This design comes from an exercise in tuning for small area and a short achievable clock period on the open sky130 flow, not from production work. The RTL was checked by simulation tests, not by an equivalence proof against the original design.

--- design/flow/design.v ---
module Decoder (
input  wire [1:0] IN ,
output reg  [3:0] OUT
);
always @(*)
  begin
  OUT = 4'b0000 ;
    case (IN)
     2'b00 : OUT = 4'b0001 ;
     2'b01 : OUT = 4'b0010 ;          
     2'b10 : OUT = 4'b0100 ;     
     2'b11 : OUT = 4'b1000 ;     
   endcase
 end 
 endmodule
module ARITHMATIC_UNIT
  #(parameter IN_DATA_WIDTH= 16,
              OUT_DATA_WIDTH=16
  )
  (
  input wire      [IN_DATA_WIDTH-1:0]        A,
  input wire      [IN_DATA_WIDTH-1:0]        B,
  input wire      [1:0]                      ALU_FUN,
  input wire                                 Clk,
  input wire                                 RST,
  input wire                                 Arithmaitc_Enable,
  output reg     [OUT_DATA_WIDTH-1:0]       Arith_out,
  output reg                                Arith_Flag,
  output reg                                Carry_out
  );
   reg     [OUT_DATA_WIDTH-1:0]       Arith_out_signal;
   reg     [1:0]                      Arith_Flag_signal;
   wire                              Carry_out_signal;
always@(posedge Clk or negedge RST)
begin
  if(!RST)
    begin
      Arith_out<=0;
      Arith_Flag<=0;
      Carry_out<=0;
    end
  else 
    begin
     Arith_out<=Arith_out_signal;
     Arith_Flag<=Arith_Flag_signal;
     Carry_out<=Carry_out_signal;
    end
end
always@(*)
begin
  Arith_out_signal=16'b0;
  Arith_Flag_signal=1'b0;
  if(Arithmaitc_Enable)
    begin
      case(ALU_FUN)
        2'b00:begin
          Arith_out_signal=A+B;
            Arith_Flag_signal=1'b1;
        end
        2'b01:begin
          Arith_out_signal=A-B;
            Arith_Flag_signal=1'b1;
        end
        2'b10:begin
          Arith_out_signal=A*B;
            Arith_Flag_signal=1'b1;
        end
        2'b11:begin
          Arith_out_signal=(B==0)?32'h0000FFFF:A/B;
            Arith_Flag_signal=1'b1;
        end   
    endcase
    end
    else
      begin
        Arith_out_signal=16'b0;
        Arith_Flag_signal=1'b0;
      end
end
assign  Carry_out_signal= Arith_out_signal[IN_DATA_WIDTH];
endmodule
module LOGIC_UNIT
   #(parameter IN_DATA_WIDTH= 16,
              OUT_DATA_WIDTH=16
  )
  (
  input wire      [IN_DATA_WIDTH-1:0]        A,
  input wire      [IN_DATA_WIDTH-1:0]        B,
  input wire      [1:0]                      ALU_FUN,
  input wire                                 Clk,
  input wire                                 RST,
  input wire                                 LOGIC_Enable,
  output reg     [OUT_DATA_WIDTH-1:0]        LOGICAL_out,
  output reg                                 LOGICAL_Flag
  );
  reg [OUT_DATA_WIDTH-1:0]        LOGICAL_out_signal;
  reg                             LOGICAL_Flag_siganl;
  always@(posedge Clk or negedge RST)
  begin
    if(!RST)
      begin
      LOGICAL_out<=16'b0;
      LOGICAL_Flag<=1'b0;
      end
    else
      begin
      LOGICAL_out<=LOGICAL_out_signal;
      LOGICAL_Flag<=LOGICAL_Flag_siganl;
      end
  end
  always@(*)
  begin
    LOGICAL_Flag_siganl=1'b0;
    LOGICAL_out_signal=16'b0;
    if(LOGIC_Enable)
      begin
        case(ALU_FUN)
           2'b00 : begin
              LOGICAL_out_signal = A & B ;
              LOGICAL_Flag_siganl = 1'b1 ;              
		      end
          2'b01 : begin
              LOGICAL_out_signal = A | B ;
              LOGICAL_Flag_siganl = 1'b1 ;           
		      end
         2'b10 : begin
              LOGICAL_out_signal = ~(A & B) ;
              LOGICAL_Flag_siganl = 1'b1 ;           
		      end
         2'b11 : begin
              LOGICAL_out_signal = ~(A | B) ;
              LOGICAL_Flag_siganl = 1'b1 ;           
		      end
		    endcase
		   end
		   else
		     begin
		        LOGICAL_Flag_siganl=1'b0;
            LOGICAL_out_signal=16'b0;
		       end
		end
		endmodule
module SHIFT_UNIT  
   #(parameter IN_DATA_WIDTH= 16,
              OUT_DATA_WIDTH=16
  )
  (
  input wire      [IN_DATA_WIDTH-1:0]        A,
  input wire      [IN_DATA_WIDTH-1:0]        B,
  input wire      [1:0]                      ALU_FUN,
  input wire                                 Clk,
  input wire                                 RST,
  input wire                                 SHIFT_Enable,
  output reg     [OUT_DATA_WIDTH-1:0]        SHIFT_OUT,
  output reg                                 SHIFT_FLAG
  );
  reg [OUT_DATA_WIDTH-1:0]        SHIFT_OUT_SIGNAL;
  reg                             SHIFT_FLAG_SIGNAL;
  always@(posedge Clk or negedge RST)
  begin
    if(!RST)
      begin
        SHIFT_OUT<=16'b0;
        SHIFT_FLAG<=1'b0;
      end
    else
      begin
      SHIFT_OUT<=SHIFT_OUT_SIGNAL;
      SHIFT_FLAG<=SHIFT_FLAG_SIGNAL;
      end
  end
  always@(*)
  begin 
    SHIFT_OUT_SIGNAL = 1'b0 ;
    SHIFT_FLAG_SIGNAL = 1'b0 ;
	if(SHIFT_Enable)
      case (ALU_FUN)
      2'b00 : begin
              SHIFT_OUT_SIGNAL = A >> 1  ;
              SHIFT_FLAG_SIGNAL = 1'b1 ;              
		      end
      2'b01 : begin
              SHIFT_OUT_SIGNAL = A << 1 ;
              SHIFT_FLAG_SIGNAL = 1'b1 ;           
		      end
      2'b10 : begin
              SHIFT_OUT_SIGNAL = B >> 1 ;
              SHIFT_FLAG_SIGNAL = 1'b1 ;           
		      end
      2'b11 : begin
              SHIFT_OUT_SIGNAL = B << 1 ;
              SHIFT_FLAG_SIGNAL = 1'b1 ;           
		      end
      endcase
	else
	 begin
      SHIFT_OUT_SIGNAL = 1'b0 ;
      SHIFT_FLAG_SIGNAL = 1'b0 ;
     end
 end
 endmodule
module CMP_UNIT 
  #(parameter IN_DATA_WIDTH= 16,
              OUT_DATA_WIDTH=16
  )
    (
  input wire      [IN_DATA_WIDTH-1:0]        A,
  input wire      [IN_DATA_WIDTH-1:0]        B,
  input wire      [1:0]                      ALU_FUN,
  input wire                                 Clk,
  input wire                                 RST,
  input wire                                 CMP_Enable,
  output reg     [OUT_DATA_WIDTH-1:0]        CMP_out,
  output reg                                 CMP_Flag
  );
  reg [OUT_DATA_WIDTH-1:0]        CMP_out_signal;
  reg                             CMP_Flag_siganl;
  always@(posedge Clk or negedge RST)
  begin
    if(!RST)
      begin
        CMP_out<=16'b0;
        CMP_Flag<=1'b0; 
      end
    else
      begin
      CMP_out<=CMP_out_signal;
      CMP_Flag<=CMP_Flag_siganl;
      end
  end
  always@(*)
  begin
    CMP_Flag_siganl=1'b0;
    CMP_out_signal=16'b0;
    if(CMP_Enable)
      begin
        case(ALU_FUN)
           2'b00 : begin
              CMP_out_signal = 16'b0  ;
              CMP_Flag_siganl = 1'b1 ;              
		               end
           2'b01 : begin
              CMP_Flag_siganl = 1'b1 ;  
              if (A==B)
                CMP_out_signal = 16'b1;
              else
                CMP_out_signal = 16'b0;			  
		               end
          2'b10 : begin
              CMP_Flag_siganl = 1'b1 ;  
              if (A>B)
                CMP_out_signal = 16'b10;
              else
                CMP_out_signal = 16'b0;			  
		              end
          2'b11 : begin
              CMP_Flag_siganl = 1'b1 ; 
              if (A<B)
                CMP_out_signal = 16'b11;
              else
                CMP_out_signal = 16'b0;			  
		              end
		         endcase
		     end
		   else
		     begin
		        CMP_Flag_siganl=1'b0;
            CMP_out_signal=16'b0;
		       end
		end
		endmodule
module ALU_TOP 
  #(parameter INDATA_WIDTH=16,
              Arithmatic_width=INDATA_WIDTH+INDATA_WIDTH,
              Logic_Width= INDATA_WIDTH,
              Shift_Width=INDATA_WIDTH,
              CMP_Width=3
  )
(
input wire [INDATA_WIDTH-1:0]           A,
input wire [INDATA_WIDTH-1:0]           B,
input wire [3:0]                        ALU_FUN,
input wire                              CLK,
input wire                              RST,
output wire [Arithmatic_width-1:0]      Arith_OUT,
output wire [Logic_Width-1:0]           Logic_OUT,
output wire [Shift_Width-1:0]           Shift_OUT,
output wire [CMP_Width-1:0]             CMP_OUT,
output wire                             Arith_FLAG,
output wire                             Carry_OUT,
output wire                             Logic_FLAG,
output wire                             Shift_FLAG,
output wire                             CMP_FLAG
);
wire                  Arith_enable ;
wire                  Logic_enable ;
wire                  Shift_enable ;
wire                  CMP_enable ;
Decoder mapping_Decoder(
.IN(ALU_FUN[3:2]),
.OUT({Shift_enable,CMP_enable,Logic_enable,Arith_enable})
);
ARITHMATIC_UNIT #(.IN_DATA_WIDTH(INDATA_WIDTH),.OUT_DATA_WIDTH(Arithmatic_width))mapping_Arith
(
.A(A),
.B(B),
.ALU_FUN(ALU_FUN[1:0]),
.Clk(CLK),
.RST(RST),
.Arithmaitc_Enable(Arith_enable),
.Arith_out(Arith_OUT),
.Arith_Flag(Arith_FLAG),
.Carry_out(Carry_OUT)
);
LOGIC_UNIT #(.IN_DATA_WIDTH(INDATA_WIDTH),.OUT_DATA_WIDTH(Logic_Width))mapping_Logic
(
.A(A),
.B(B),
.ALU_FUN(ALU_FUN[1:0]),
.Clk(CLK),
.RST(RST),
.LOGIC_Enable(Logic_enable),
.LOGICAL_out(Logic_OUT),
.LOGICAL_Flag(Logic_FLAG)
);
SHIFT_UNIT  #(.IN_DATA_WIDTH(INDATA_WIDTH),.OUT_DATA_WIDTH(Shift_Width))mapping_Shift
(
.A(A),
.B(B),
.ALU_FUN(ALU_FUN[1:0]),
.Clk(CLK),
.RST(RST),
.SHIFT_Enable(Shift_enable),
.SHIFT_OUT(Shift_OUT),
.SHIFT_FLAG(Shift_FLAG)
);
CMP_UNIT #(.IN_DATA_WIDTH(INDATA_WIDTH),.OUT_DATA_WIDTH(CMP_Width))mapping_Cmp
(
.A(A),
.B(B),
.ALU_FUN(ALU_FUN[1:0]),
.Clk(CLK),
.RST(RST),
.CMP_Enable(CMP_enable),
.CMP_out(CMP_OUT),
.CMP_Flag(CMP_FLAG)
);
endmodule
--- design/flow/run.sh ---
#!/bin/bash
# synth_recipe.tcl (not shown) runs the flow's synth.tcl, then flattens the netlist and writes it again
# the make line also repeats each setting of config.mk as NAME=value (left out here)
make -C /OpenROAD-flow-scripts/flow DESIGN_CONFIG=/design/flow/config.mk WORK_HOME=/design/flow/orfs CLKGATE_MAP_FILE= SYNTH_SCRIPT=/design/flow/synth_recipe.tcl finish
--- design/flow/config.mk ---
export PLATFORM = sky130hd
export DESIGN_NAME = ALU_TOP
export DESIGN_NICKNAME = ALU_TOP
export VERILOG_FILES = /design/flow/design.v
export SDC_FILE = /design/flow/constraint.sdc
export NUM_CORES = 4
export LEC_CHECK = 0
export CAP_MARGIN = 20
export CORE_MARGIN = 2
export CORE_UTILIZATION = 40
export SLEW_MARGIN = 20
--- design/flow/constraint.sdc ---
create_clock -name core_clock -period 110.0 [get_ports {CLK}]
set_input_delay 22.0000 -clock core_clock [delete_from_list [all_inputs] [get_ports {CLK}]]
set_output_delay 22.0000 -clock core_clock [all_outputs]
set_load 0.01 [all_outputs]
==> impl_metrics.py <==
metrics = {
    "placed_design": {
        "port_buffers": 108,
        "placed_cell_area_mm2": 0.0385,
        "hpwl_um": 97700,
        "globalplace.congestion": 0.972,
    },
    "clock_network": {
        "clk_pin_slew_ps": 60,
        "cts_tree": "built",
        "cts_sinks": 70,
        "cts_made_buffers": 9,
        "cts-root-buf": "clkbuf_16",
        "clk_path_buf_depth": 2,
        "htreeDepth": 3,
    },
    "critical_path": {
        "path_max_fanout": 16,
        "slowest_stage": "clkdlybuf4s50_1",
        "crit_path_end_kind": "register",
        "cp.required_ps": 110250,
        "crit_path_start_kind": "input port",
        "crit_type": "input port to register",
        "slowest_delay_ps": 620,
        "critPathArrivalTime_ps": 105790,
        "cpMostUsedCell": "o21a_1",
    },
    "layout": {
        "final_nets": 5668,
        "drive_gt1_share_pct": 16.1,
        "final_cell_area_mm2": 0.0407,
        "syn2layout_area_growth_pct": 17.4,
    },
    "floorplanning": {
        "core_mm2": 0.0855,
        "die_height_um": 298,
        "die_w_um": 298,
        "start_util_pct": 40.5,
        "ios": 110,
        "die-area_mm2": 0.0890,
        "rows": 107,
    },
    "yosys": {
        "synthXorXnorAreaFrac_pct": 6.38,
        "synthArstFlopShare_pct": 100,
        "yosysWarnings": 5,
        "synth_area_leader_cell": "ha_1",
        "synth_top_area_share_pct": 19.7,
        "yosysSeqAreaShare_pct": 5.05,
        "syn-cell-area_mm2": 0.0347,
        "synth.area.top_cells": "ha_1, fa_1, nor2_1, dfrtp_1, a21oi_1",
        "syn_inst": 4596,
        "synth.mux.area_fraction_pct": 4.37,
        "synth-seq-cells": 70,
        "synth_fa_ha_area_share_pct": 31.0,
        "ys_types": 119,
        "synth_edf_count": 0,
        "syn_avg_cell_area_um2": 7.54,
        "synth_flop_cell": "dfrtp_1",
        "synth_simple_gate_area_share_pct": 22.5,
        "synth_compound_area_share_pct": 24.8,
        "synth_top_family_by_area": "adder cells",
    },
    "drt": {
        "dr_total_vias": 35500,
        "drt_iter0_drc": 2742,
        "dr.pass1.iters": 6,
        "ant_nets": 0,
        "finalWirelength_um": 126000,
        "wl_per_cell_um": 20.9,
        "routed_via_density": 5.89,
        "route.detailed.drc": 0,
    },
    "global_routing": {
        "overflow": 0,
        "grt_first_pass_wirelength_um": 193000,
        "grt_use_total_pct": 27.3,
        "grt_pass1_vias": 33500,
        "antenna_found_initial": 3,
        "grt_start_max_net_pins": 56,
    },
    "timing": {
        "slew-limit-headroom_pct": 18.3,
        "fin_crit_sh_pct": 95.9,
        "max_freq_mhz": 9.47,
        "hold_slack_ps": 21480,
        "worst_pin_slew_ps": 1220,
        "fin_crit_ps": 105540,
        "slew_violations": 0,
        "setup_violations": 0,
        "finalHoldViolations": 0,
    },
    "run": {
        "max-cap-violations": 0,
    },
    "run_status": {
        "status": "no timing/DRC/antenna violations",
    },
    "worst_hold_path": {
        "hold_class": "input port to async pin",
    },
}
==> Yosys cell counts, drive strengths merged (10+ instances only) <==
library cell / instances
a31oi: 38
o221ai: 11
a211oi: 40
o21a: 204
xnor2: 179
nand2b: 36
nor2b: 42
a21oi: 335
a22oi: 10
o31ai: 79
buf: 49
a211o: 14
nor3: 219
and2: 59
and3: 40
or2: 80
clkbuf: 122
o211ai: 47
nand4: 35
mux2: 85
o21ai: 194
mux4: 12
fa: 196
dfrtp: 70
nand2: 442
ha: 546
a221oi: 12
or4: 13
inv: 338
nand3: 69
o22ai: 20
mux2i: 27
xor2: 70
a21boi: 11
a21o: 84
nor2: 480
nor4: 33
o21bai: 42
or3: 48
o211a: 16
==> through the flow <==
step / utilization, % / TNS, ps / worst slack, ps / cells
2_1_floorplan: - / 0 / 35.2 / 4612
3_3_place_gp: 45.0 / -29.4 / -29.4 / 5939
3_5_place_dp: 45.0 / -1690 / -1690 / 5939
4_1_cts: 45.5 / 0 / 38.1 / 5957
5_1_grt: 47.6 / -458 / -458 / 6038
6_report: 47.6 / 0 / 4460 / 6039
==> critical path: cells and delay by family <==
| family | cells | cell delay [ps] |
|---|---|---|
| muxes | 11 | 3430 |
| AOI/OAI and AO/OA | 261 | 48530 |
| and+or+nand+nor | 111 | 19220 |
| adders and majority gates | 31 | 9110 |
| buffers and inverters | 20 | 3160 |
| xor gates and xnor gates | 1 | 100 |
==> timing repair <==
item,in CTS,in global routing
resized for setup,15,235
pin swaps,1,76
endpoints found under the setup margin,1,2
cloned,1,8
buffers inserted,1,72
hold buffers,0,0
==> registers in the layout, indices dropped and copies added, names as in the netlist <==
signal / flops
mapping_Arith.Arith_out: 32
mapping_Logic.LOGICAL_out: 16
mapping_Shift.SHIFT_OUT: 16
mapping_Cmp.CMP_out: 2
mapping_Arith.Arith_Flag: 1
mapping_Cmp.CMP_Flag: 1
mapping_Logic.LOGICAL_Flag: 1
mapping_Shift.SHIFT_FLAG: 1
==> placed cells by master (no fill, tap or decap), types with 32 or more instances in the layout <==
master and n:
a21o_1 83, a21oi_1 299, a21oi_2 32, and2_1 56
and3_1 36, buf_4 306, clkdlybuf4s50_1 100, dfrtp_1 70
fa_1 196, ha_1 531, inv_1 329, mux2_2 80
nand2_1 429, nand2b_1 34, nand3_1 61, nand4_1 33
nor2_1 453, nor2b_1 40, nor3_1 207, o211ai_1 46
o21a_1 202, o21ai_0 136, o21ai_1 42, o21bai_1 41
o31ai_1 68, or2_2 76, or3_1 44, xnor2_1 177
xor2_1 68
==> how the worst max path moves through the flow <==
stage / start / endpoint / slack (ps)
5_1_grt: A[7] / mapping_Arith.Arith_out[0] / -460
3_5_place_dp: A[4] / mapping_Arith.Arith_out[0] / -1690
6_report: B[13] / mapping_Arith.Arith_out[0] / 4460
2_1_floorplan: B[14] / mapping_Arith.Arith_out[0] / 40
3_3_place_gp: A[14] / mapping_Arith.Arith_out[0] / -30
4_1_cts: A[4] / mapping_Arith.Arith_out[0] / 40
==> metal layers <==
layer | track usage, % | wire length, um | vias to the layer above
met5 | 0 | 13 | -
met4 | 8.30 | 3970 | 2
met3 | 2.95 | 8270 | 191
met2 | 44.3 | 56900 | 1176
met1 | 38.1 | 57100 | 17100
li1 | - | - | 17100
==> area by class of cell <==
class                      instances  area, um^2
sequential                        70        1750
antenna                            2        5.00
fill                            8465       44800
multi-input combinational       4031       32200
tap                             1144        1430
timing repair buffer             434        3730
inverter                         342        1290
clock inverter                     7         103
clock buffer                       9         225
==> logic make-up (layout without fill, tap and decap cells) <==
kind of cell	Yosys count	count (layout)
AOI/OAI and AO/OA	1263	1263
xor gates and xnor gates	249	249
adders and majority gates	742	742
buffers and inverters	513	792
DFF	70	70
muxes	124	124
other	1	19
and+or+nand+nor	1634	1636

[what the ideal ports hide]
No port has a modelled driver above. Below, the same layout with a new extraction and two added sets of constraints. Step 1, drivers: a clkbuf_16 drives CLK and a buf_2 each remaining input, both assumed. Step 2 moves the port delays by t, midway between the first and last clock arrival at a register: inputs arrive t later, outputs are due t later. That takes back most of the time a late clock gives input paths. Three values: ideal ports, drivers, drivers and shift; two values: the first two.
t, ns: 0.430
slack for setup (ns): 4.456 / 4.472 / 4.042
hold WS [ns]: 21.481 / 21.458 / 21.888
worst setup path at the end: input to register
latest minus earliest clock arrival (ns): 0.016 / 0.016
After both steps this run still meets setup and hold. The setup slack of this run moves by +0.016 ns with the drivers and by -0.414 ns with both steps.
